What follows belongs to an exercise in optimizing a design on an open flow for small area, a short achievable clock period and few clock cycles; a production flow would make more cautious choices. Only simulation tests tie the RTL to the original design; equivalence was not proved.

==> flow/design.v, too long to show whole: its modules and the start of the top module <==
// module SM_TRIPLE: 50 lines
// module SM_DIFF: 67 lines
// module SM_SUMADD: 50 lines
// module SM_EADD: 44 lines
// module SM_NRADD: 49 lines
// module SM_SADD: 44 lines
// module SM_INC24: 49 lines
// module SM_HA: 4 lines
// module SM_M1: 1723 lines
// module SM_M2: 1670 lines
// module SM_FA: 4 lines
// module SM_DEC: 5 lines
// module SM_XNOR2: 3 lines
// module SM_OR2: 3 lines
// module SM_MAJ: 3 lines
// module SM_PP3: 3 lines
// module SM_PP4: 3 lines
// module SM_LUT: 23 lines
// module SM_RLUT: 75 lines
// module SoftMax: 253 lines
module SoftMax (
	input				clk,
	input				rst_n,
	input				axisif_in_start,
	output				axisif_out_done,
	output		[3:0]	out_adrIn,
	input		[31:0]	in_dataIn,
	output		[3:0]	out_adrOut,
	output		[31:0]	out_dataOut,
	output				out_wr
);
  // ...
==> flow/flow/run.sh <==
#!/bin/bash
# Layout: the standard flow (standard.sh), with one change: the port buffers that
# buffer_ports inserts are the smallest plain buffer, sky130_fd_sc_hd__buf_1, instead of its
# default clkdlybuf4s50_1, a delay cell.  Every port still gets its buffer.
set -euo pipefail
export BUFFER_PORTS_ARGS="-buffer_cell sky130_fd_sc_hd__buf_1"
bash standard.sh > standard.log 2>&1
==> flow/standard.sh <==
#!/bin/bash
# synth_recipe.tcl (not shown) runs the flow's synth.tcl, then flattens the netlist and writes it again
# the make line also repeats each setting of config.mk as NAME=value (left out here)
make -C /OpenROAD-flow-scripts/flow DESIGN_CONFIG=/design/flow/config.mk WORK_HOME=/design/flow/orfs CLKGATE_MAP_FILE= SYNTH_SCRIPT=/design/flow/synth_recipe.tcl "${@:-finish}"
==> flow/config.mk <==
export PLATFORM = sky130hd
export DESIGN_NAME = SoftMax
export DESIGN_NICKNAME = SoftMax
export VERILOG_FILES = /design/flow/design.v
export SDC_FILE = /design/flow/constraint.sdc
export NUM_CORES = 8
export LEC_CHECK = 0
export CAP_MARGIN = 20
export CELL_PAD_IN_SITES_DETAIL_PLACEMENT = 1
export CORE_MARGIN = 2
export CORE_UTILIZATION = 40
export CTS_CLUSTER_DIAMETER = 100
export CTS_CLUSTER_SIZE = 20
export SLEW_MARGIN = 20
export SYNTH_HIERARCHICAL = 1
export SYNTH_MINIMUM_KEEP_SIZE = 0
==> flow/constraint.sdc <==
create_clock -name core_clock -period 310.0 [get_ports {clk}]
set_input_delay 62.0000 -clock core_clock [delete_from_list [all_inputs] [get_ports {clk}]]
set_output_delay 62.0000 -clock core_clock [all_outputs]
set_load 0.01 [all_outputs]
==> notes.md, run 1 <==
- Bufs on Longest Clock Path: 3
- The routed design has roughly 180,000 um of wire.
- The worst setup path is captured at an output pin.
- Arrival time at the worst endpoint: between 1 and 1.5 ns
* Outcome: finished clean
- Simple logic cell fraction of the synthesized area: 12.47%
- Fraction of the yosys area taken by sequential cells: around a quarter
* Source of the worst hold timing path: cur[0]
- Top layer reached by signal wires: met5
- The number of antenna diodes in the final layout is 3.
* Number of hold-slack violations in the final timing report: 0
- Remaining routing DRC violations: 0
* Maximum number of pins on one net before global-route repair: 86
- Detailed-routed wire length on met2: ~78,000 um
- Source-to-sink clock delay at the later pin of the worst-skew pair: 0.62 ns
- The library cell used most frequently in the layout, excluding fill and tap cells, is fa_1.
- Fraction of layout instances using a drive strength above 1: ~12%
* Wire length on met3: 23,270 um
* Worst hold endpoint: wbi[0]
* Met1 wire length: 70,260 um
* Category of cells accounting for the largest share of critical-path delay: flip-flops
- Worst slack, placed: 246.53 ns
- Worst hold path cell count: 0
- Post-CTS Resized: 0
- The worst register-to-register path has a depth of 95.
* Non-Filler Instances: about 5,700
- The number of multi-input combinational cells in the layout is ~3,400.
- Cell type with the highest aggregate area in the netlist: fa_1
Testbench counts, summed over its fixed seeds: cycles 21,458.
==> run 2: changes to the inputs <==
--- a/flow/config.mk
+++ b/flow/config.mk
@@ -9,8 +9,8 @@
 export CELL_PAD_IN_SITES_DETAIL_PLACEMENT = 1
 export CORE_MARGIN = 2
 export CORE_UTILIZATION = 40
-export CTS_CLUSTER_DIAMETER = 100
-export CTS_CLUSTER_SIZE = 20
+export CTS_CLUSTER_DIAMETER = 150
+export CTS_CLUSTER_SIZE = 25
 export SLEW_MARGIN = 20
 export SYNTH_HIERARCHICAL = 1
 export SYNTH_MINIMUM_KEEP_SIZE = 0
==> run 2 against run 1 <==
Effect of this change:
- fmax about the same
- register-to-register slack improved by 0.03 ns
- sequential cell count stayed put
- clock skew is 0.015 ns higher
- sequential share of layout area increased by 0.16 points
- via count down 0.30%
- non-clock buffer count did not move
- cell count down 0.30%
- global-route usage down 0.18 points
- hold slack gained 0.0061 ns
- final area fell by 0.66%
- die area is the same
==> notes.md, run 2 <==
- RePlAce Congestion: 0.9669 (unchanged)
- The critical path start-end classification is reg2out (unchanged).
- The register with the most flip-flops was E (unchanged).
* Summed instance area of the synthesized netlist: 47,060 sq um (unchanged)
* Setup total negative slack: 0 ns (unchanged)
* Hold-fix buffer count after cts: 0 (unchanged)
- The number of ports placed on the die boundary was 77 (unchanged).
- Maximum frequency from static timing analysis: 15.78 MHz (was 15.79 MHz)
- The data arrival time at the worst-slack endpoint came to 1.38 ns (was 1.33 ns).
- The maximum fanout encountered on the critical timing path was 7 (unchanged).
- The setup slack of the critical path after layout is 246.62 ns (was 246.67 ns).
- Beginning of the worst register-to-register path: D[1] (unchanged)
- Number of enable flip-flop cells after synthesis: 304 (unchanged)
- The headroom to the max-slew limit is 17.17% (was 17.84%).
* Number of hold-slack violations in the final timing report: 0 (unchanged)
- The CTS tree is done (unchanged).
- Syn-to-layout area delta: 6.267% (was 6.977%)
- The distinct cell type count of the synthesized netlist came to 120 (unchanged).
- The worst-case hold path end point was wbi[0] (unchanged).
* Max Cap Viol: 0 (unchanged)
* Routed via count: 40,590 (was 40,710)
- Fraction of layout instances using a drive strength above 1: 11.84% (was 12.13%)
- Height of the die: 347.0 um (unchanged)
* Initial Util: 40.44% (unchanged)
* Unrepaired setup endpoints after global routing: false (unchanged)
* Destination of the worst register-to-register timing path: P[4] (unchanged)
- Die W: 347.0 um (unchanged)
* Number of placed cells counting well taps: 5,675 (unchanged)
- The most instantiated library cell after synthesis is fa_1 (unchanged).
* Cell types with the largest area share after synthesis: fa_1 29%, edfxtp_1 19%, a222oi_1 11%, dfxtp_1 5.3%, nand2_1 2.6% (unchanged)
* Via density: 7.092 (was 7.093)
- Source of the worst hold timing path: cur[0] (unchanged)
- Number of buffers inserted during clock tree synthesis: 24 (was 34)
* Total Die Area: 120,400 sq um (unchanged)
- The number of flip-flops and latches in the synthesized netlist was 433 (unchanged).
* Highest-count cells in the layout ignoring fill and taps: 670 x fa_1, 521 x a222oi_1, 323 x nand2_1, 304 x edfxtp_1, 153 x a21oi_1 (unchanged)
- Fraction of the yosys area taken by sequential cells: 24.94% (unchanged)
- Most used standard cells in the synthesized netlist: 670 x fa_1, 521 x a222oi_1, 325 x nand2_1 (unchanged).
- Number of flip-flops under the largest register name: 189 (unchanged)
- The number of buffers added on ports came to 64 (unchanged).
* Sum of overflow across all layers after global routing: 0 (unchanged)
- Net count reported at finish: 4,960 (was 4,970)
- Largest registers: E x189, m x31, xr x31 (unchanged)
* Wire length of the first global-routing pass: 271,500 um (was 272,200 um)
- Vias in the first global route: 42,080 (was 42,150)
* Worst hold path cell count: 0 (unchanged)
* Category of cells accounting for the largest share of critical-path delay: flip-flops (unchanged)
- The first-pass iteration count of the detailed router came to 17 (was 20).
- The register-to-register setup slack was 270.76 ns (was 270.73 ns).
- Sequential cell area: 11,740 sq um (unchanged)
* CP Buf/Inv Count: 1 (unchanged)
- The remaining routing DRC violations is 0 (unchanged).
* Outcome: finished clean (unchanged)
- The number of standard-cell rows in the floorplan was 125 (unchanged).
- Data required, critical path: 248.00 ns (about the same)
- R2R depth: 96 (was 95)
- Prevailing post-synth register cell: edfxtp_1 (unchanged)
- The startpoint type of the worst setup path is a flop (unchanged).
* Post-CTS Resized: 0 (unchanged)
- Worst-path cell chain: buf_1 (unchanged).
* Post-Synthesis Mean Instance Area: 11.34 sq um (unchanged)
- Bufs on Longest Clock Path: 3 (unchanged)
- Most common cell after layout, fill and taps aside: fa_1 (unchanged)
* Clock-pin slew on the worst setup and hold paths: 0.11 ns (was 0.09 ns)
- Cell at the root of the clock tree: clkbuf_16 (unchanged)
- The share of the synthesized area in the top cell type is 28.50% (unchanged).
* Layout Skew: 0.05113 ns (was 0.03600 ns)
- Cell type with the highest aggregate area in the netlist: fa_1 (unchanged)
- Fraction of synthesis flops using an asynchronous set or reset pin: 1.155% (unchanged)
- The post-route clock period utilization is 20.44% (was 20.43%).
- Number of warnings issued by yosys: 9 (unchanged)
- Wire length after detailed routing: 180,100 um (was 180,900 um)
- The worst setup slack before clock tree synthesis was 246.53 ns (unchanged).
* Number of buffers added for setup after CTS: 0 (unchanged)
- The total global routing track utilization was 29.27% (was 29.45%).
- CP Capture Type: output pin (unchanged)
- The H-tree depth reported by CTS came to 1 (was 2).
- The area occupied by multi-input gates is 33,770 sq um (unchanged).
- Source-to-sink clock delay at the later pin of the worst-skew pair: 0.66 ns (was 0.62 ns)
- The slew at the pin closest to its max-slew limit came to 1.240 ns (was 1.229 ns).
* Clock sink count: 433 (unchanged)
- Core region area: 116,400 sq um (unchanged)
- FILL cells: 12,650 (was 12,640)
- Non-Filler Instances: 5,723 (was 5,740)
- The maximum single-stage delay on the critical path was 0.54 ns (was 0.52 ns).
- Initial antenna violation count: 3 (was 8)
- Number of DRC markers in iteration 0: 8,359 (was 8,605)
- The number of instances in the synthesized netlist was 4,151 (unchanged).
- The number of nets still failing antenna checks after routing came to 0 (unchanged).
* Slowest stage cell on the critical path: edfxtp_1 (unchanged)
* Maximum number of pins on one net before global-route repair: 86 (unchanged)
* Period minus WS final: 63.38 ns (was 63.33 ns)
- The setup-violating endpoint count in the final report is 0 (unchanged).
- Final Max Slew Viols: 0 (unchanged)
- Average routed wire per standard cell: 31.47 um (was 31.52 um)
- The estimated wirelength of the detail-placed design came to 130,700 um (unchanged).
* Worst Hold Class: reg2reg (unchanged)
run 2: through the flow:
stage	instance area [sq um]	hold slack, ns	util, %
6_report	50010	0.4309	42.98
2_1_floorplan	47140	0.4003	-
3_5_place_dp	49190	0.4052	42.28
3_3_place_gp	49180	0.4007	42.26
5_1_grt	50000	0.4368	42.97
4_1_cts	49970	0.4293	42.95
run 2: worst max path at each step:
stage / startpoint / to / slack [ns] / depth (start not counted)
2_1_floorplan: axisif_in_start / owr / 247.25 / 4
3_3_place_gp: rst_n / adr[0] / 246.60 / 4
3_5_place_dp: rst_n / adr[0] / 246.53 / 4
4_1_cts: adr[1] / out_adrIn[1] / 246.61 / 1
5_1_grt: adr[1] / out_adrIn[1] / 246.58 / 1
6_report: adr[1] / out_adrIn[1] / 246.62 / 1
run 2: kinds of logic (layout without fill, tap and decap cells):
family	Yosys count	in the layout	share of synthesized area, %
multiplexers	133	133	3.135
adder cells (fa/ha/maj)	785	785	31.46
AND/OR/NAND/NOR	1086	1086	12.47
XOR/XNOR	110	110	2.047
flip-flops	433	433	24.94
other	3	27	0.02393
AO/OA/AOI/OAI	1236	1236	22.19
buffers and inverters	365	389	3.733
run 2: modules after synthesis (local to each module, per instance), excerpt:
module | flops+latches | cells | cell area (sq um) | times used
SoftMax | 433 | 2076 | 21780 | 1
SM_LUT | 0 | 169 | 1144 | 1
SM_FA | 0 | 1 | 20.02 | 670
SM_TRIPLE | 0 | 2 | 15.01 | 1
SM_HA | 0 | 1 | 12.51 | 37
SM_XNOR2 | 0 | 1 | 8.758 | 48
SM_INC24 | 0 | 1 | 3.754 | 1
run 2: worst register-to-register path: cells and delay by family (launching register included):
family / cells / cell delay [ns]
xor gates and xnor gates: 1 / 0.22
adders and majority gates: 76 / 31.50
DFF: 1 / 0.36
muxes: 1 / 0.42
buffers and inverters: 4 / 1.27
and+or+nand+nor: 5 / 2.19
AOI/OAI and AO/OA: 9 / 3.01
run 2: final cells by class:
type | count | area share [%]
Multi-Input combinational cell | 3374 | 67.54
Sequential cell | 433 | 23.47
Tap cell | 1524 | 3.813
Timing Repair Buffer | 191 | 2.442
Clock buffer | 35 | 1.284
Inverter | 154 | 1.161
Clock inverter | 9 | 0.2727
Antenna cell | 3 | 0.01501
run 2: per-layer routing:
metal	share of wire, %	GRT usage [%]	up-vias
met2	43	43.87	2817
met5	0.032	0.3201	-
li1	-	-	16410
met1	39	39.58	20900
met4	4.9	12.35	4
met3	12	8.309	458
==> module SoftMax, before the edit <==
module SoftMax (
	input				clk,
	input				rst_n,
	input				axisif_in_start,
	output				axisif_out_done,
	output		[3:0]	out_adrIn,
	input		[31:0]	in_dataIn,
	output		[3:0]	out_adrOut,
	output		[31:0]	out_dataOut,
	output				out_wr
);
localparam [2:0] S_IDLE = 3'd0, S_READ = 3'd1, S_SCAN = 3'd2, S_DIV = 3'd3, S_OUT = 3'd4;
reg		[2:0]	st;
reg		[3:0]	adr;		 
reg		[3:0]	sidx;		 
reg				sb_ok;		 
reg				f_ok;		 
reg		[9:0]	todo;		 
reg		[9:0]	zr;			 
reg		[3:0]	imax;		 
reg		[30:0]	xr;			 
reg		[30:0]	m;			 
reg				busy;
reg		[22:0]	D;			 
reg		[26:0]	P;			 
reg		[20:0]	s;			 
reg		[4:0]	k;
reg				kfirst;		 
reg		[3:0]	cur;
reg				wb;			 
reg		[3:0]	wbi;
reg		[20:0]	E [0:8];	 
reg		[23:0]	S;
reg		[1:0]	dcnt;		 
reg		[3:0]	eidx;		 
reg				ef;			 
reg				owr;
reg		[3:0]	oadr;
reg		[20:0]	y;
reg				done_r;
wire				rd_st = (st == S_READ);
wire				sc_st = (st == S_SCAN);
wire				dv_st = (st == S_DIV);
wire				ou_st = (st == S_OUT);
wire		[31:0]	diff;
SM_DIFF Diff (.a({m[30], m}), .bn(~{xr[30], xr}), .s(diff));
wire				xgt = diff[31];						 
wire				dzero = (diff[30:0] == 31'd0);
wire				inact = ~xgt & ((|diff[30:23]) | (&diff[22:21]));	 
wire		[24:0]	D3;
SM_TRIPLE Triple (.d(D), .s(D3));
wire		[18:0]	l;
wire		[20:0]	l3;
SM_LUT Lut (.k(k), .l(l), .l3(l3));
wire				nr2 = dv_st & (dcnt == 2'd1);
wire				chk = dv_st & (dcnt == 2'd2);
wire				ceilm = ~k[0] & (rd_st | sc_st);
wire		[28:0]	Q;
wire		[26:0]	Pm;
SM_M1 M1 (.x(D), .x3(D3), .yv(P), .rnd(ceilm | chk), .y(Q));
SM_M2 M2 (.x(dv_st ? D[22:4] : l), .x3(dv_st ? D3[24:4] : l3),
		  .yv(dv_st ? {6'd0, ~Q[22:0]} : Q), .rnd(ceilm | nr2), .y(Pm));
wire				k1 = (k == 5'd1);
wire		[26:0]	Pn = k1 ? Q[27:1] : Pm;				 
wire		[20:0]	s_base = kfirst ? 21'h100000 : s;
wire		[20:0]	s_new;
SM_SADD SAdd (.a(s_base), .b(P[20:0] ^ {21{k[0]}}), .ci(k[0]), .s(s_new));
wire				k17 = (k == 5'd17);
wire				last = k17 | (Pn == 27'd0);
wire		[20:0]	e_fin;
SM_EADD EAdd (.a(s_new), .b(Pn[14:0] & {15{k17}}), .s(e_fin));	 
wire				act = rd_st | (sc_st & sb_ok);
wire				newmax = rd_st & ((sidx == 4'd0) | xgt);	 
wire				exp_free = ~busy | last;
wire				wbv = wb & ~newmax;					 
wire				nm2 = rd_st & xgt & (sidx != 4'd0);
wire		[23:0]	negd;								 
SM_INC24 Neg (.a(~diff[23:0]), .s(negd));
wire				old_act = nm2 & (&diff[31:23]) & ~negd[23] & ~(negd[22] & negd[21]);
wire				old_z = nm2 & ~old_act;				 
wire				is_z = act & ~newmax & inact;			 
wire				is_one = act & ~newmax & dzero;		 
wire				is_exp = act & ~newmax & ~inact & ~dzero;
wire				do_load = is_exp & exp_free;
wire				do_one = is_one & ~wb;
wire				hold = sc_st & ((is_one & wb) | (is_exp & ~exp_free));	 
wire				defer = rd_st & ((is_one & wb) | (is_exp & ~exp_free));	 
wire				shift = sc_st & ~hold;				 
wire				wen = wbv | do_one;
wire		[20:0]	wdata = wbv ? s : 21'h100000;
wire		[3:0]	wi = wbv ? wbi : sidx;
wire		[3:0]	widx = (wi == 4'd9) ? imax : wi;		 
wire		[23:0]	S_sum;
SM_SUMADD SumAdd (.a(S), .b(wen ? wdata : 21'd0), .s(S_sum));
wire				fetch = (rd_st & (sidx == 4'd9)) | shift;
wire		[9:0]	seen = (10'd1 << sidx) - 10'd1;
reg			[9:0]	todo_nx;
always @(*) begin
	todo_nx = todo;
	if (newmax) todo_nx = todo | (~zr & seen & ~(10'd1 << imax));
	if (defer) todo_nx[sidx] = 1'b1;
	if (fetch & f_ok) todo_nx[adr] = 1'b0;
end
wire		[9:0]	omask = ~zr & ~(10'd1 << imax);		 
wire		[9:0]	pe_in = dv_st ? omask : ou_st ? todo : todo_nx;
reg			[3:0]	nx_adr;
integer				j;
always @(*) begin
	nx_adr = 4'd0;
	for (j = 9; j >= 0; j = j - 1)
		if (pe_in[j]) nx_adr = j[3:0];
end
wire				nx_ok = |pe_in;
wire		[9:0]	pe_rest = pe_in & (pe_in - 10'd1);		 
wire		[22:0]	nr_s;
wire				nr_co;
SM_NRADD NrAdd (.a(D), .b(chk ? 23'h7FFFFF : {Pm[21:0], nr2}), .s(nr_s), .co(nr_co));
wire				div_fin = chk | (nr2 & (nr_s[2:0] >= 3'd3));	 
wire				accept = ~(|Q[28:21]) & (~Q[20] | ~(|Q[19:0]));
wire		[22:0]	r0;
SM_RLUT Rlut (.s(S_sum), .r0(r0));
wire				scan_done = sc_st & ~sb_ok & ~f_ok & ~busy;	 
wire				fast = scan_done & (S_sum == 24'h100000);	 
wire		[20:0]	e_val = E[(nx_adr == 4'd9) ? imax : nx_adr];	 
reg			[26:0]	P_nx;
reg			[22:0]	D_nx;
always @(*) begin
	P_nx = Pn;
	D_nx = D;
	if (do_load) begin
		P_nx = {4'd0, diff[22:0]};
		D_nx = diff[22:0];
	end
	if (old_act) begin
		P_nx = {4'd0, negd[22:0]};
		D_nx = negd[22:0];
	end
	if (scan_done) begin
		P_nx = {3'd0, S_sum};
		D_nx = r0;
	end
	if (dv_st) begin
		P_nx = div_fin ? {6'd0, e_val} : P;
		D_nx = chk ? (accept ? D : nr_s) : nr2 ? {2'd0, nr_co, nr_s[22:3]} : nr_s;
	end
	if (ou_st) P_nx = {6'd0, e_val};
end
wire				rd_end = rd_st & (sidx == 4'd9);
wire				out_end = ou_st & ~ef;			 
always @(posedge clk or negedge rst_n) begin
	if (~rst_n) begin
		st <= S_IDLE;
		busy <= 1'b0;
		wb <= 1'b0;
	end else begin
		if (wen) wb <= 1'b0;
		if (busy & last) begin
			busy <= 1'b0;
			wb <= 1'b1;
		end
		if (do_load) busy <= 1'b1;
		if (newmax) begin
			busy <= old_act;
			wb <= 1'b0;
		end
		case (st)
			S_IDLE:		if (axisif_in_start) st <= S_READ;
			S_READ:		if (rd_end) st <= S_SCAN;
			S_SCAN:		if (scan_done) st <= fast ? S_OUT : S_DIV;
			S_DIV:		if (div_fin) st <= S_OUT;
			S_OUT:		if (out_end) st <= S_IDLE;
			default:	st <= S_IDLE;
		endcase
	end
end
always @(posedge clk) begin
	owr <= 1'b0;
	case (st)
		S_IDLE: begin
			adr <= (axisif_in_start & rst_n) ? 4'd1 : 4'd0;
			done_r <= ~(axisif_in_start & rst_n);
		end
		S_READ: begin
			adr <= (sidx == 4'd8 || rd_end) ? nx_adr : sidx + 4'd2;
			owr <= is_z | old_z;
		end
		S_SCAN: begin
			if (shift) adr <= nx_adr;
			owr <= is_z | fast;
		end
		S_DIV:	owr <= div_fin;
		S_OUT:	begin
			owr <= ef;
			if (out_end) begin
				done_r <= 1'b1;
				adr <= 4'd0;
			end
		end
		default: ;
	endcase
	oadr <= (old_z | fast) ? imax : (rd_st | sc_st) ? sidx : dv_st ? imax : eidx;
	y <= fast ? 21'h100000 : div_fin ? D_nx[20:0] : ou_st ? Q[20:0] : 21'd0;
end
always @(posedge clk) begin
	todo <= (dv_st | ou_st) ? pe_rest : todo_nx;
	if (is_z) zr[sidx] <= 1'b1;
	if (old_z) zr[imax] <= 1'b1;
	if (newmax) imax <= sidx;
	if (st == S_IDLE) begin
		sidx <= 4'd0;
		todo <= 10'd0;
		zr <= 10'd0;
	end
	if (rd_st) sidx <= sidx + 4'd1;
	if (rd_st & (sidx == 4'd8)) f_ok <= nx_ok;
	if (fetch) begin
		sidx <= adr;
		sb_ok <= f_ok;
		f_ok <= nx_ok;
	end
	if (busy) begin
		k <= k + 5'd1;
		kfirst <= 1'b0;
		if (last) wbi <= cur;
	end
	if (do_load | old_act) begin
		k <= 5'd1;
		kfirst <= 1'b1;
		cur <= old_act ? imax : sidx;
	end
	if (scan_done) dcnt <= 2'd0;
	if (dv_st) dcnt <= dcnt + 2'd1;
	if (fast) ef <= 1'b0;					 
	if ((dv_st & div_fin) | ou_st) begin
		eidx <= nx_adr;
		ef <= nx_ok;
	end
end
always @(posedge clk) begin
	if (~sc_st | shift) xr <= in_dataIn[30:0];			 
	if (newmax) m <= xr;
	if (wen) E[widx] <= wdata;
	S <= (st == S_IDLE) ? 24'd0 : newmax ? 24'h100000 : S_sum;
	P <= P_nx;
	s <= last ? e_fin : s_new;
	D <= D_nx;
end
assign axisif_out_done = done_r;
assign out_adrIn = adr;
assign out_adrOut = oadr;
assign out_dataOut = {11'd0, y};
assign out_wr = owr;
endmodule
==> run 3: changes to the inputs <==
--- a/flow/design.v
+++ b/flow/design.v
@@ -3930,7 +3930,7 @@
 wire		[28:0]	Q;
 wire		[26:0]	Pm;
 SM_M1 M1 (.x(D), .x3(D3), .yv(P), .rnd(ceilm | chk), .y(Q));
-SM_M2 M2 (.x(dv_st ? D[22:4] : l), .x3(dv_st ? D3[24:4] : l3),
+SM_M2 M2 (.x(l | ({19{dv_st}} & D[22:4])), .x3(l3 | ({21{dv_st}} & D3[24:4])),
 		  .yv(dv_st ? {6'd0, ~Q[22:0]} : Q), .rnd(ceilm | nr2), .y(Pm));
 wire				k1 = (k == 5'd1);
 wire		[26:0]	Pn = k1 ? Q[27:1] : Pm;				 
@@ -4100,7 +4100,10 @@
 		kfirst <= 1'b1;
 		cur <= old_act ? imax : sidx;
 	end
-	if (scan_done) dcnt <= 2'd0;
+	if (scan_done) begin
+		dcnt <= 2'd0;
+		k <= 5'd0;							 
+	end
 	if (dv_st) dcnt <= dcnt + 2'd1;
 	if (fast) ef <= 1'b0;					 
 	if ((dv_st & div_fin) | ou_st) begin
==> run 3 against run 2 <==
Effect of this change:
- synthesized cell count down 1.6%
- core utilization fell by 0.20 points
- register-to-register slack got worse by 0.50 ns
- synthesized area decreased by 0.71%
- clock-buffer cell count stayed put
- setup slack better by 0.058 ns
- die area down 0.70%
- non-clock buffer count increased by 10
- critical path type unchanged
- critical endpoint unchanged
==> notes.md, run 3 <==
* Worst Hold Class: reg2reg (unchanged)
- The estimated wirelength of the detail-placed design was 128,800 um (was 130,700 um).
* Top cell type's share of synthesized area: 28.71% (was 28.50%)
- The largest area contributor in the synthesized netlist is fa_1 (unchanged).
- Post-route worst setup slack: 246.68 ns (was 246.62 ns)
- Prevailing post-synth register cell: edfxtp_1 (unchanged)
- Net count reported at finish: 4,897 (was 4,960)
- The H-tree depth reported by CTS is 1 (unchanged).
- The aggregate negative setup slack is 0 ns (unchanged).
- The fmax was 15.79 MHz (was 15.78 MHz).
- Cell with the most instances after synthesis: fa_1 (unchanged)
* Biggest fanout along the worst timing path: 7 (unchanged)
- The kind of cell with the highest combined delay on the critical path is flip-flops (unchanged).
- The post-CTS repair timing setup buffer count came to 0 (unchanged).
- Number of antenna-violating nets in the routed design: 0 (unchanged)
- Initial antenna violation count: 4 (was 3)
- Seq cells post-synth: 433 (unchanged)
- Worst-path cell chain: buf_1 (unchanged)
- The later-pin clock latency in the skew report was 0.61 ns (was 0.66 ns).
- Number of flip-flops under the largest register name: 189 (unchanged)
- The overall die area was 119,600 sq um (was 120,400 sq um).
* Initial Util: 40.26% (was 40.44%)
- Number of top-level design ports: 77 (unchanged)
- The total global routing track utilization is 29.12% (was 29.27%).
* Clock sink count: 433 (unchanged)
- The synthesized cell area came to 46,720 sq um (was 47,060 sq um).
* Register with the most flip-flops: E (unchanged)
- Unrepaired setup endpoints after global routing: false (unchanged)
* Number of warnings issued by yosys: 9 (unchanged)
* Wire length after detailed routing: 178,800 um (was 180,100 um)
- The remaining routing DRC violations was 0 (unchanged).
- The count of placed standard cells including taps came to 5,612 (was 5,675).
* Measured slew at the worst slew-check pin: 1.249 ns (was 1.240 ns)
- The total congestion overflow after global routing was 0 (unchanged).
* Non-Filler Instances: 5,655 (was 5,723)
- Clock-pin slew on the worst setup and hold paths: 0.11 ns (about the same)
- Critical path start-end classification: reg2out (unchanged)
- Max-slew headroom at the worst pin: 16.03% (was 17.17%)
- Fraction of layout instances using a drive strength above 1: 10.63% (was 11.84%)
- Fraction of the yosys area taken by sequential cells: 25.12% (was 24.94%)
- Vias in the first global route: 42,420 (was 42,080)
- Share of the cycle needed by the critical path after routing: 20.43% (was 20.44%)
* Data required, critical path: 248.00 ns (about the same)
* Hold-fix buffer count after cts: 0 (unchanged)
* Die W: 345.8 um (was 347.0 um)
* DP Area: 48,890 sq um (was 49,190 sq um)
* Slowest stage cell on the critical path: edfxtp_1 (unchanged)
- Number of enable flip-flop cells after synthesis: 304 (unchanged)
* Bufs on Longest Clock Path: 3 (unchanged)
- Input/output buffers: 64 (unchanged)
* FILL cells: 12,570 (was 12,650)
* Outcome: finished clean (unchanged)
* Cell at the root of the clock tree: clkbuf_16 (unchanged)
* Fraction of synthesis flops using an asynchronous set or reset pin: 1.155% (unchanged)
- Highest-count cells in the layout ignoring fill and taps: 670 x fa_1, 524 x a222oi_1, 304 x edfxtp_1, 227 x nand2_1, 163 x nor2_1 (was 670 x fa_1, 521 x a222oi_1, 323 x nand2_1, 304 x edfxtp_1, 153 x a21oi_1)
- The data arrival time at the worst-slack endpoint came to 1.32 ns (was 1.38 ns).
- The mean instance size in the synthesized netlist was 11.44 sq um (was 11.34 sq um).
- Most used standard cells in the synthesized netlist: 670 x fa_1, 524 x a222oi_1, 304 x edfxtp_1 (was 670 x fa_1, 521 x a222oi_1, 325 x nand2_1)
* RePlAce Congestion: 0.9606 (was 0.9669)
- Largest registers: E x189, m x31, xr x31 (unchanged).
* Wire length of the first global-routing pass: 269,600 um (was 271,500 um)
- The final-report max-slew violation count came to 0 (unchanged).
- The clock tree skew after final layout is 0.04139 ns (was 0.05113 ns).
* Post-CTS Resized: 0 (unchanged)
- The first-pass iteration count of the detailed router is 17 (unchanged).
- The clock period minus final worst setup slack is 63.32 ns (was 63.38 ns).
- The iteration-0 DRC count of the detailed router was 8,085 (was 8,359).
- The startpoint type of the worst setup path was a flop (unchanged).
- The CTS tree is done (unchanged).
- The worst setup slack before clock tree synthesis was 246.94 ns (was 246.53 ns).
- The buffering stage count on the worst path with inverters included is 1 (unchanged).
* Max Cap Viol: 0 (unchanged)
- Cell types with the largest area share after synthesis: fa_1 29%, edfxtp_1 20%, a222oi_1 11%, dfxtp_1 5.3%, ha_1 2.1% (was fa_1 29%, edfxtp_1 19%, a222oi_1 11%, dfxtp_1 5.3%, nand2_1 2.6%)
* CP Capture Type: output pin (unchanged)
* Synth cell types: 118 (was 120)
- Cells after synthesis: 4,085 (was 4,151)
- Routed via count: 40,450 (was 40,590)
- The total non-filler cell area in the finished layout is 49,640 sq um (was 50,010 sq um).
* Standard-cell rows: 125 (unchanged)
* Core region area: 116,000 sq um (was 116,400 sq um)
- Final antenna diode count: 0 (was 3)
- Worst setup slack for register-to-register paths: 270.26 ns (was 270.76 ns)
* Number of buffers inserted during clock tree synthesis: 22 (was 24)
- The hold violation count in the final report is 0 (unchanged).
* Via density: 7.152 (was 7.092)
* Setup violations, final: 0 (unchanged)
- The detail-routed net length per standard cell is 31.62 um (was 31.47 um).
* Height of the die: 345.8 um (was 347.0 um)
- The commonest non-fill, non-tap cell in the layout was fa_1 (unchanged).
- The layout overhead on the synthesized area is 6.245% (was 6.267%).
- Maximum number of pins on one net before global-route repair: 85 (was 86)
* Delay of the slowest cell on the worst path: 0.53 ns (was 0.54 ns)
[run 3: Yosys stat by module, one instance, submodules excluded, a selection]
| module | times used | area [sq um] | cells |
|---|---|---|---|
| SM_XNOR2 | 48 | 8.758 | 1 |
| SM_MAJ | 38 | 11.26 | 1 |
| SM_M2 | 1 | 509.2 | 97 |
| SM_PP3 | 516 | 10.01 | 1 |
| SM_PP4 | 21 | 23.77 | 2 |
| SM_FA | 670 | 20.02 | 1 |
| SM_DEC | 54 | 22.52 | 3 |
| SM_TRIPLE | 1 | 15.01 | 2 |
| SM_INC24 | 1 | 3.754 | 1 |
[run 3: metrics by stage]
stage | utilization [%] | hold slack, ns
final | 42.78 | 0.4333
after global routing | 42.78 | 0.4400
after CTS | 42.74 | 0.4359
after detailed placement | 42.13 | 0.4111
after global placement | 42.13 | 0.4018
after floorplan | - | 0.4003
[run 3: final cells by class]
class | instances | area, sq um | share of cell area, %
clock buffer | 35 | 599.3 | 1.207
timing repair buffer | 201 | 1287 | 2.593
tap | 1524 | 1907 | 3.841
inverter | 159 | 600.6 | 1.210
clock inverter | 5 | 103.9 | 0.2092
sequential | 433 | 11740 | 23.65
multi-input combinational | 3298 | 33410 | 67.29
[run 3: kinds of logic after synthesis]
logic type | Yosys count | synth area share, %
AND/OR/NAND/NOR | 1035 | 12.08
XOR/XNOR | 108 | 2.024
adder cells (fa/ha/maj) | 785 | 31.68
flip-flops | 433 | 25.12
multiplexers | 106 | 2.348
AO/OA/AOI/OAI | 1240 | 22.92
buffers and inverters | 375 | 3.797
other | 3 | 0.02410
[run 3: path summary, 6_finish.rpt]
path                       startpoint            to  cells past startpoint
hold reg to reg                cur[0]        wbi[0]                      0
max in group asynchronous       rst_n         st[0]                      1
hold / removal                 cur[0]        wbi[0]                      0
min in group asynchronous       rst_n          busy                      1
setup reg to reg                 D[1]          P[6]                     98
setup / recovery               adr[1]  out_adrIn[1]                      1
[run 3: layer usage]
layer / track usage (%) / up-vias / wire, um / share of wire, %
met2: 44.36 / 2905 / 78710 / 44
met1: 37.92 / 20680 / 68010 / 38
met5: 0.1200 / - / 68 / 0.038
met3: 8.660 / 580 / 22110 / 12
li1: - / 16270 / - / -
met4: 13.90 / 8 / 9929 / 5.6
Testbench counts of run 3, summed over its fixed seeds: cycles 21,458.
==> run 4: changes to the inputs <==
==> flow/flow/run.sh (replaced) <==
#!/bin/bash
# Layout: the standard flow (standard.sh) with two changes:
#  - the port buffers that buffer_ports inserts are the smallest plain buffer,
#    sky130_fd_sc_hd__buf_1, instead of its default clkdlybuf4s50_1 (a delay cell);
#    every port still gets its buffer;
#  - clock tree synthesis without dummy loads (the clock tree is built with the same
#    clustering settings as in config.mk, CTS_CLUSTER_SIZE / CTS_CLUSTER_DIAMETER).
set -euo pipefail
export BUFFER_PORTS_ARGS="-buffer_cell sky130_fd_sc_hd__buf_1"
export CTS_ARGS="-sink_clustering_enable -repair_clock_nets -sink_clustering_size 25 -sink_clustering_max_diameter 150 -dont_use_dummy_load"
bash standard.sh > standard.log 2>&1
==> run 4 against run 3 <==
Effect of this change:
- critical path depth is the same
- clock skew grew 0.066 ns
- synthesized cell count is the same
- largest cell class unchanged
- non-clock buffer count shrank 1
- register-to-register slack gained 0.06 ns
- fmax is essentially flat
- critical endpoint unchanged
==> notes.md, run 4 <==
- Outcome: finished clean (unchanged).
- Beginning of the worst register-to-register path: D[1] (unchanged)
- The final design utilization is 42.64% (was 42.78%).
- The kind of cell with the highest combined delay on the critical path is flip-flops (unchanged).
- Fraction of layout instances using a drive strength above 1: 10.53% (was 10.63%)
- Via density: 7.188 (was 7.152)
* Source of the worst hold timing path: cur[0] (unchanged)
* Setup total negative slack: 0 ns (unchanged)
- The initial antenna violation count is 2 (was 4).
- Cell types with the largest area share after synthesis: fa_1 29%, edfxtp_1 20%, a222oi_1 11%, dfxtp_1 5.3%, ha_1 2.1% (unchanged).
- Post-CTS Resized: 0 (unchanged)
- Largest registers: E x189, m x31, xr x31 (unchanged).
* Fraction of synthesis flops using an asynchronous set or reset pin: 1.155% (unchanged)
- Hold-fix buffer count after cts: 0 (unchanged)
* RePlAce Congestion: 0.9606 (unchanged)
- Most common cell after layout, fill and taps aside: fa_1 (unchanged)
- The number of instances in the synthesized netlist came to 4,085 (unchanged).
- Share of the synthesized area in compound gates (AO/OA/AOI/OAI): 22.92% (unchanged)
- Maximum number of pins on one net before global-route repair: 85 (unchanged)
* Cell at the root of the clock tree: clkbuf_16 (unchanged)
- The number of global-route vias before repair was 42,380 (was 42,420).
* Unrepaired setup endpoints after global routing: false (unchanged)
* Final design instance area without fill: 49,480 sq um (was 49,640 sq um)
- The total global routing track utilization is 29.11% (was 29.12%).
- Delay of the slowest cell on the worst path: 0.53 ns (about the same)
- The number of violations of the max-capacitance limit came to 0 (unchanged).
* Seq cells post-synth: 433 (unchanged)
* Initial Util: 40.26% (unchanged)
* Highest-count cells in the layout ignoring fill and taps: 670 x fa_1, 524 x a222oi_1, 304 x edfxtp_1, 227 x nand2_1, 163 x nor2_1 (unchanged)
- Height of the die: 345.8 um (unchanged)
- The endpoint type of the worst setup path is an output pin (unchanged).
- Number of enable flip-flop cells after synthesis: 304 (unchanged)
* DP Area: 48,890 sq um (unchanged)
- Critical Path Sink: out_adrIn[1] (unchanged)
- Post-route worst setup slack: 246.69 ns (was 246.68 ns)
* Register with the most flip-flops: E (unchanged)
- The number of ports placed on the die boundary came to 77 (unchanged).
* Dominant combinational cell family by area after synthesis: adder cells (unchanged)
- The number of nets still failing antenna checks after routing is 0 (unchanged).
- The clock tree skew after final layout came to 0.1075 ns (was 0.04139 ns).
- The floorplan core area is 116,000 sq um (unchanged).
- The mean instance size in the synthesized netlist was 11.44 sq um (unchanged).
* Number of DRC markers in iteration 0: 8,418 (was 8,085)
- The final-report max-slew violation count was 0 (unchanged).
- Worst Hold Class: reg2reg (unchanged)
- The estimated wirelength of the detail-placed design came to 128,800 um (unchanged).
- The largest area contributor in the synthesized netlist is fa_1 (unchanged).
* Source-to-sink clock delay at the later pin of the worst-skew pair: 0.61 ns (about the same)
- The fmax came to 15.80 MHz (was 15.79 MHz).
* Wire length of the first global-routing pass: 269,400 um (was 269,600 um)
- The count of warnings emitted by yosys is 9 (unchanged).
- The setup-violating endpoint count in the final report is 0 (unchanged).
- Top cell type's share of synthesized area: 28.71% (unchanged)
* CP Buf/Inv Count: 1 (unchanged)
* Die W: 345.8 um (unchanged)
- The path length in cells of the critical path was 1 (unchanged).
* Destination of the worst register-to-register timing path: P[6] (unchanged)
- The number of buffers added on ports came to 64 (unchanged).
- The number of diodes was 0 (unchanged).
- Simple logic cell fraction of the synthesized area: 12.08% (unchanged)
- Average routed wire per standard cell: 31.68 um (was 31.62 um)
* Measured slew at the worst slew-check pin: 1.233 ns (was 1.249 ns)
- The dominant synthesized flop cell is edfxtp_1 (unchanged).
- The number of clock buffers inserted by TritonCTS came to 22 (unchanged).
* Number of hold-slack violations in the final timing report: 0 (unchanged)
- The layout overhead on the synthesized area came to 5.894% (was 6.245%).
- The headroom to the max-slew limit was 17.13% (was 16.03%).
- The number of cell instances on the worst register-to-register path came to 98 (unchanged).
* Fraction of the yosys area taken by sequential cells: 25.12% (unchanged)
- The clock tree buffer depth came to 3 (unchanged).
- Clock-pin slew on the worst setup and hold paths: 0.10 ns (was 0.11 ns)
- The post-route clock period utilization came to 20.42% (was 20.43%).
* Critical path start-end classification: reg2out (unchanged)
- The data arrival time at the worst-slack endpoint came to 1.31 ns (was 1.32 ns).
- The worst setup slack before clock tree synthesis was 246.94 ns (unchanged).
* Routed via count: 40,510 (was 40,450)
* Most used standard cells in the synthesized netlist: 670 x fa_1, 524 x a222oi_1, 304 x edfxtp_1 (unchanged)
- The start point of the critical path is adr[1] (unchanged).
* Kind of start point of the critical path: flop (unchanged)
* Standard-cell rows: 125 (unchanged)
* Biggest fanout along the worst timing path: 7 (unchanged)
- Clock sink count: 433 (unchanged)
- The remaining routing DRC violations was 0 (unchanged).
- Number of flip-flops under the largest register name: 189 (unchanged)
- Worst-path cell chain: buf_1 (unchanged).
- The clock period minus final worst setup slack came to 63.31 ns (was 63.32 ns).
- Adder-cell share of the synthesized area: 31.68% (unchanged)
- Iteration count of the initial detailed-routing pass: 17 (unchanged)
- The cell at the slowest stage of the critical path is edfxtp_1 (unchanged).
* Mux contribution to synthesized area: 2.348% (unchanged)
- The H-tree depth reported by CTS came to 1 (unchanged).
- Sum of overflow across all layers after global routing: 0 (unchanged)
- The total length of routed wires came to 178,600 um (was 178,800 um).
- Cell with the most instances after synthesis: fa_1 (unchanged)
- Summed instance area of the synthesized netlist: 46,720 sq um (unchanged)
- Net count reported at finish: 4,896 (was 4,897)
* Data required, critical path: 248.00 ns (about the same)
- The xor and xnor fraction of the mapped netlist area is 2.024% (unchanged).
- Synth cell types: 118 (unchanged)
- Number of buffers added for setup after CTS: 0 (unchanged)
* Total Die Area: 119,600 sq um (unchanged)
- Clock tree from TritonCTS: done (unchanged)
* Worst setup slack for register-to-register paths: 270.32 ns (was 270.26 ns)
-- run 4: area by class of cell --
type                       instances  area [sq um]
clock buffer                      22         550.5
multi-input combinational       3298         33410
sequential                       433         11740
fill                           12580         66570
tap                             1524          1907
inverter                         159         600.6
timing repair buffer             200          1276
-- run 4: kinds of logic (layout without fill, tap and decap cells) --
logic type               count (synthesis)  in the layout
flip-flops                             433            433
buffers and inverters                  375            381
adder cells (fa/ha/maj)                785            785
other                                    3             24
multiplexers                           106            106
XOR/XNOR                               108            108
AO/OA/AOI/OAI                         1240           1240
AND/OR/NAND/NOR                       1035           1035
-- run 4: worst min-delay path by stage --
stage / end / slack (ns) / depth (start not counted)
2_1_floorplan: wbi[0] / 0.40 / 0
3_3_place_gp: wbi[3] / 0.40 / 0
3_5_place_dp: wbi[0] / 0.41 / 0
4_1_cts: wbi[0] / 0.44 / 0
5_1_grt: wbi[3] / 0.44 / 0
6_report: wbi[0] / 0.43 / 0
-- run 4: stage by stage --
step	std cells	hold WS, ns
final	5636	0.4302
after CTS	5634	0.4352
after detailed placement	5612	0.4111
after global routing	5636	0.4389
after global placement	5612	0.4018
after floorplan	4106	0.4003
-- run 4: per-module statistics from Yosys (local to each module, per instance), excerpt --
| module | flops+latches | times used |
|---|---|---|
| SM_LUT | 0 | 1 |
| SoftMax | 433 | 1 |
| SM_MAJ | 0 | 38 |
| SM_PP3 | 0 | 516 |
| SM_PP4 | 0 | 21 |
| SM_TRIPLE | 0 | 1 |
-- run 4: routing by layer --
metal  global-route usage (%)  vias to the layer above  wire, um
met2                    44.09                     2979     78270
met3                    8.579                      594     22030
li1                         -                    16250         -
met5                   0.1200                        -        21
met1                    38.12                    20690     68170
met4                    14.07                        4     10070
==> run 5: changes to the inputs <==
--- a/flow/design.v
+++ b/flow/design.v
@@ -3930,7 +3930,7 @@
 wire		[28:0]	Q;
 wire		[26:0]	Pm;
 SM_M1 M1 (.x(D), .x3(D3), .yv(P), .rnd(ceilm | chk), .y(Q));
-SM_M2 M2 (.x(l | ({19{dv_st}} & D[22:4])), .x3(l3 | ({21{dv_st}} & D3[24:4])),
+SM_M2 M2 (.x(dv_st ? D[22:4] : l), .x3(dv_st ? D3[24:4] : l3),
 		  .yv(dv_st ? {6'd0, ~Q[22:0]} : Q), .rnd(ceilm | nr2), .y(Pm));
 wire				k1 = (k == 5'd1);
 wire		[26:0]	Pn = k1 ? Q[27:1] : Pm;				 
@@ -4100,10 +4100,7 @@
 		kfirst <= 1'b1;
 		cur <= old_act ? imax : sidx;
 	end
-	if (scan_done) begin
-		dcnt <= 2'd0;
-		k <= 5'd0;							 
-	end
+	if (scan_done) dcnt <= 2'd0;
 	if (dv_st) dcnt <= dcnt + 2'd1;
 	if (fast) ef <= 1'b0;					 
 	if ((dv_st & div_fin) | ou_st) begin
==> run 5 against run 4 <==
Effect of this change:
- still clean on timing, DRC and antenna
- register-to-register slack improved by 0.46 ns
- via count barely moved
- sequential cell count did not move
- routed wire length rose by 0.62%
- final area rose by 0.70%
- non-clock buffer count fell by 9
- setup slack got worse by 0.061 ns
- die area rose by 0.70%
- core utilization rose by 0.18 points
- hold slack improved by 0.0012 ns
==> notes.md, run 5 <==
* Cell type with the highest aggregate area in the netlist: fa_1 (unchanged)
- Number of buffers inserted during clock tree synthesis: 24 (was 22)
- Initial antenna violation count: 3 (was 2)
- The clock tree buffer depth is 3 (unchanged).
- The H-tree depth reported by CTS was 1 (unchanged).
* Initial Util: 40.44% (was 40.26%)
- The maximum number of pins on one net before global-route repair came to 86 (was 85).
* Seq cells post-synth: 433 (unchanged)
- The final net count came to 4,960 (was 4,896).
- The buffering stage count on the worst path with inverters included is 1 (unchanged).
- Maximum frequency from static timing analysis: 15.78 MHz (was 15.80 MHz)
- The share of the synthesized area in the top cell type is 28.50% (was 28.71%).
* Iteration count of the initial detailed-routing pass: 22 (was 17)
- The critical path start-end classification is reg2out (unchanged).
- The iteration-0 DRC count of the detailed router was 8,644 (was 8,418).
* Period minus WS final: 63.37 ns (was 63.31 ns)
- Biggest fanout along the worst timing path: 7 (unchanged)
- Worst setup slack for register-to-register paths: 270.78 ns (was 270.32 ns)
* Kind of start point of the critical path: flop (unchanged)
- The required time at the worst-slack endpoint is 248.00 ns (about the same).
- The fraction of registers with async set/reset came to 1.155% (unchanged).
- R2R depth: 96 (was 98)
* Input/output buffers: 64 (unchanged)
- Unrepaired setup endpoints after global routing: false (unchanged)
- Number of warnings issued by yosys: 9 (unchanged)
* Via density: 7.100 (was 7.188)
* DP Area: 49,190 sq um (was 48,890 sq um)
* Cell types with the largest area share after synthesis: fa_1 29%, edfxtp_1 19%, a222oi_1 11%, dfxtp_1 5.3%, nand2_1 2.6% (was fa_1 29%, edfxtp_1 20%, a222oi_1 11%, dfxtp_1 5.3%, ha_1 2.1%)
- The final-report max-slew violation count was 0 (unchanged).
- The kind of cell with the highest combined delay on the critical path is flip-flops (unchanged).
- Highest-count cells in the layout ignoring fill and taps: 670 x fa_1, 521 x a222oi_1, 323 x nand2_1, 304 x edfxtp_1, 153 x a21oi_1 (was 670 x fa_1, 524 x a222oi_1, 304 x edfxtp_1, 227 x nand2_1, 163 x nor2_1)
- Wire length after detailed routing: 179,700 um (was 178,600 um)
- Most used standard cells in the synthesized netlist: 670 x fa_1, 521 x a222oi_1, 325 x nand2_1 (was 670 x fa_1, 524 x a222oi_1, 304 x edfxtp_1).
* Number of enable flip-flop cells after synthesis: 304 (unchanged)
- The global-route wire length before repair came to 271,000 um (was 269,400 um).
- Number of flip-flops under the largest register name: 189 (unchanged)
- Post-Synthesis Mean Instance Area: 11.34 sq um (was 11.44 sq um)
- The dominant synthesized flop cell was edfxtp_1 (unchanged).
- Clock sink count: 433 (unchanged)
- The detail-routed net length per standard cell came to 31.51 um (was 31.68 um).
- The headroom to the max-slew limit was 18.95% (was 17.13%).
* Destination of the worst register-to-register timing path: P[4] (was P[6])
- Remaining routing DRC violations: 0 (unchanged)
* Number of top-level design ports: 77 (unchanged)
- Routed via count: 40,480 (was 40,510)
* Number of hold-slack violations in the final timing report: 0 (unchanged)
* Die W: 347.0 um (was 345.8 um)
- The worst setup path endpoint was out_adrIn[1] (unchanged).
* Post-CTS Resized: 0 (unchanged)
- Clock-pin slew on the worst setup and hold paths: 0.11 ns (was 0.10 ns)
- The slew at the pin closest to its max-slew limit is 1.213 ns (was 1.233 ns).
- Syn-to-layout area delta: 5.884% (was 5.894%)
- The estimated wirelength of the detail-placed design was 130,700 um (was 128,800 um).
- The class of the worst hold path is reg2reg (unchanged).
- Hold-fix buffer count after cts: 0 (unchanged)
- Worst setup startpoint: adr[1] (unchanged)
- Total track usage: 29.23% (was 29.11%)
- The most instantiated library cell after synthesis is fa_1 (unchanged).
- Number of buffers added for setup after CTS: 0 (unchanged)
- The root buffer selected by CTS is clkbuf_16 (unchanged).
* Final design instance area without fill: 49,830 sq um (was 49,480 sq um)
- Max Cap Viol: 0 (unchanged)
* Beginning of the worst register-to-register path: D[1] (unchanged)
* Largest registers: E x189, m x31, xr x31 (unchanged)
- The aggregate negative setup slack was 0 ns (unchanged).
- Smallest hold slack: 0.4315 ns (was 0.4302 ns)
- Setup violations, final: 0 (unchanged)
* Worst-path cell chain: buf_1 (unchanged)
- The number of nets still failing antenna checks after routing was 0 (unchanged).
* Height of the die: 347.0 um (was 345.8 um)
* Crit path depth: 1 (unchanged)
- The synthesized cell area was 47,060 sq um (was 46,720 sq um).
- The floorplan core area is 116,400 sq um (was 116,000 sq um).
- The number of instances in the synthesized netlist was 4,151 (was 4,085).
- Sum of overflow across all layers after global routing: 0 (unchanged)
- Register with the most flip-flops: E (unchanged)
- The later-pin clock latency in the skew report was 0.64 ns (was 0.61 ns).
- Standard-cell rows: 125 (unchanged)
* Layout Skew: 0.06491 ns (was 0.1075 ns)
- Delay of the slowest cell on the worst path: 0.54 ns (was 0.53 ns)
- The endpoint type of the worst setup path is an output pin (unchanged).
* RePlAce Congestion: 0.9669 (was 0.9606)
* Most common cell after layout, fill and taps aside: fa_1 (unchanged)
* Fraction of layout instances using a drive strength above 1: 11.69% (was 10.53%)
- Clock tree from TritonCTS: done (unchanged)
- Total Die Area: 120,400 sq um (was 119,600 sq um)
- Outcome: finished clean (unchanged)
* Synth cell types: 120 (was 118)
- Slowest stage cell on the critical path: edfxtp_1 (unchanged)
- Arrival time at the worst endpoint: 1.37 ns (was 1.31 ns)
- The number of global-route vias before repair is 41,940 (was 42,380).
* Fraction of the yosys area taken by sequential cells: 24.94% (was 25.12%)
* Share of the cycle needed by the critical path after routing: 20.44% (was 20.42%)
run 5: changes by cell type in the layout (fill, tap and decap cells not counted), sizes merged, moves of 23 or more:
cell	delta
mux2	+86
mux2i	-59
nand2	+97
a21o	-37
o2111ai	-23
and2	+35
and3	-32
o21ai	+45
nand3	-49
run 5: final cells by class:
class / instances / area (sq um)
repair buffers: 191 / 1221
clock buffers: 24 / 600.6
inverters: 154 / 580.6
diodes: 2 / 5.005
multi-input cells: 3374 / 33770
flip-flops and latches: 433 / 11740
well taps: 1524 / 1907
fillers: 12650 / 66540
run 5: logic make-up after synthesis:
group / after synthesis / synth area share, %
compound gates: 1236 / 22.19
simple gates: 1086 / 12.47
fa+ha+maj: 785 / 31.46
flops: 433 / 24.94
buf+inv: 365 / 3.733
mux: 133 / 3.135
xor+xnor: 110 / 2.047
other cells: 3 / 0.02393
run 5: through the flow:
step                instances  utilization, %  worst slack, ns
floorplan                4172               -           247.25
global placement         5674           42.26           246.60
detailed placement       5675           42.28           246.53
CTS                      5699           42.79           246.61
global route             5700           42.82           246.59
finish                   5702           42.82           246.63
run 5: layer usage:
layer  up-vias  GRT usage, %  part of all wire (%)
met4         0         11.95                   4.7
met5         -       0.04002                     0
li1      16380             -                     -
met3       469         8.711                    12
met2      2805         43.94                    43
met1     20830         39.33                    39
run 5: worst min path at each step:
stage,end,startpoint,depth (start not counted)
final,wbi[1],cur[1],0
after floorplan,wbi[0],cur[0],0
after CTS,wbi[1],cur[1],0
after global routing,wbi[0],cur[0],0
after global placement,wbi[1],cur[1],0
after detailed placement,wbi[1],cur[1],0
run 5: per-module statistics from Yosys (local to each module, per instance), excerpt:
module	flops+latches	cells inside
SM_HA	0	1
SM_RLUT	0	171
SM_LUT	0	169
SM_M2	0	97
SoftMax	433	2076
SM_DEC	0	3
SM_M1	0	76
SM_FA	0	1
Testbench counts of run 5, summed over its fixed seeds: cycles 21,458.

static timing again, ports no longer ideal:
The flow's constraints put no driver on any port. The routed layouts listed below were extracted and timed again, unchanged, in two steps.
Step 1, drivers: a clkbuf_16 drives clk and a buf_2 each remaining input, both assumed.
Step 2 also shifts input and output timing later by t, the mid clock arrival at the registers, as if the neighbouring blocks saw the same clock.
Slacks: ideal / step 1 / step 2; pairs: ideal / step 1.
| run | t, ns | setup WS [ns] | worst setup path at the end | clock arrival spread, ns | slew at the worst register clock pin (ns) |
|---|---|---|---|---|---|
| run 1 | 0.668 | 246.672 / 246.607 / 246.540 | input to register | 0.036 / 0.036 | 0.09 / 0.09 |
| run 2 | 0.703 | 246.622 / 246.558 / 246.565 | input to register | 0.051 / 0.052 | 0.11 / 0.11 |
| run 3 | 0.655 | 246.680 / 246.616 / 246.886 | input to register | 0.041 / 0.042 | 0.12 / 0.12 |
| run 4 | 0.621 | 246.691 / 246.625 / 246.877 | input to register | 0.108 / 0.107 | 0.11 / 0.11 |
| run 5 | 0.670 | 246.630 / 246.563 / 246.557 | input to register | 0.065 / 0.065 | 0.11 / 0.11 |
After both steps setup and hold are still met in every run listed. For run 1, which loses most, drivers alone change the setup slack by -0.065 ns; drivers and shift together by -0.132 ns.
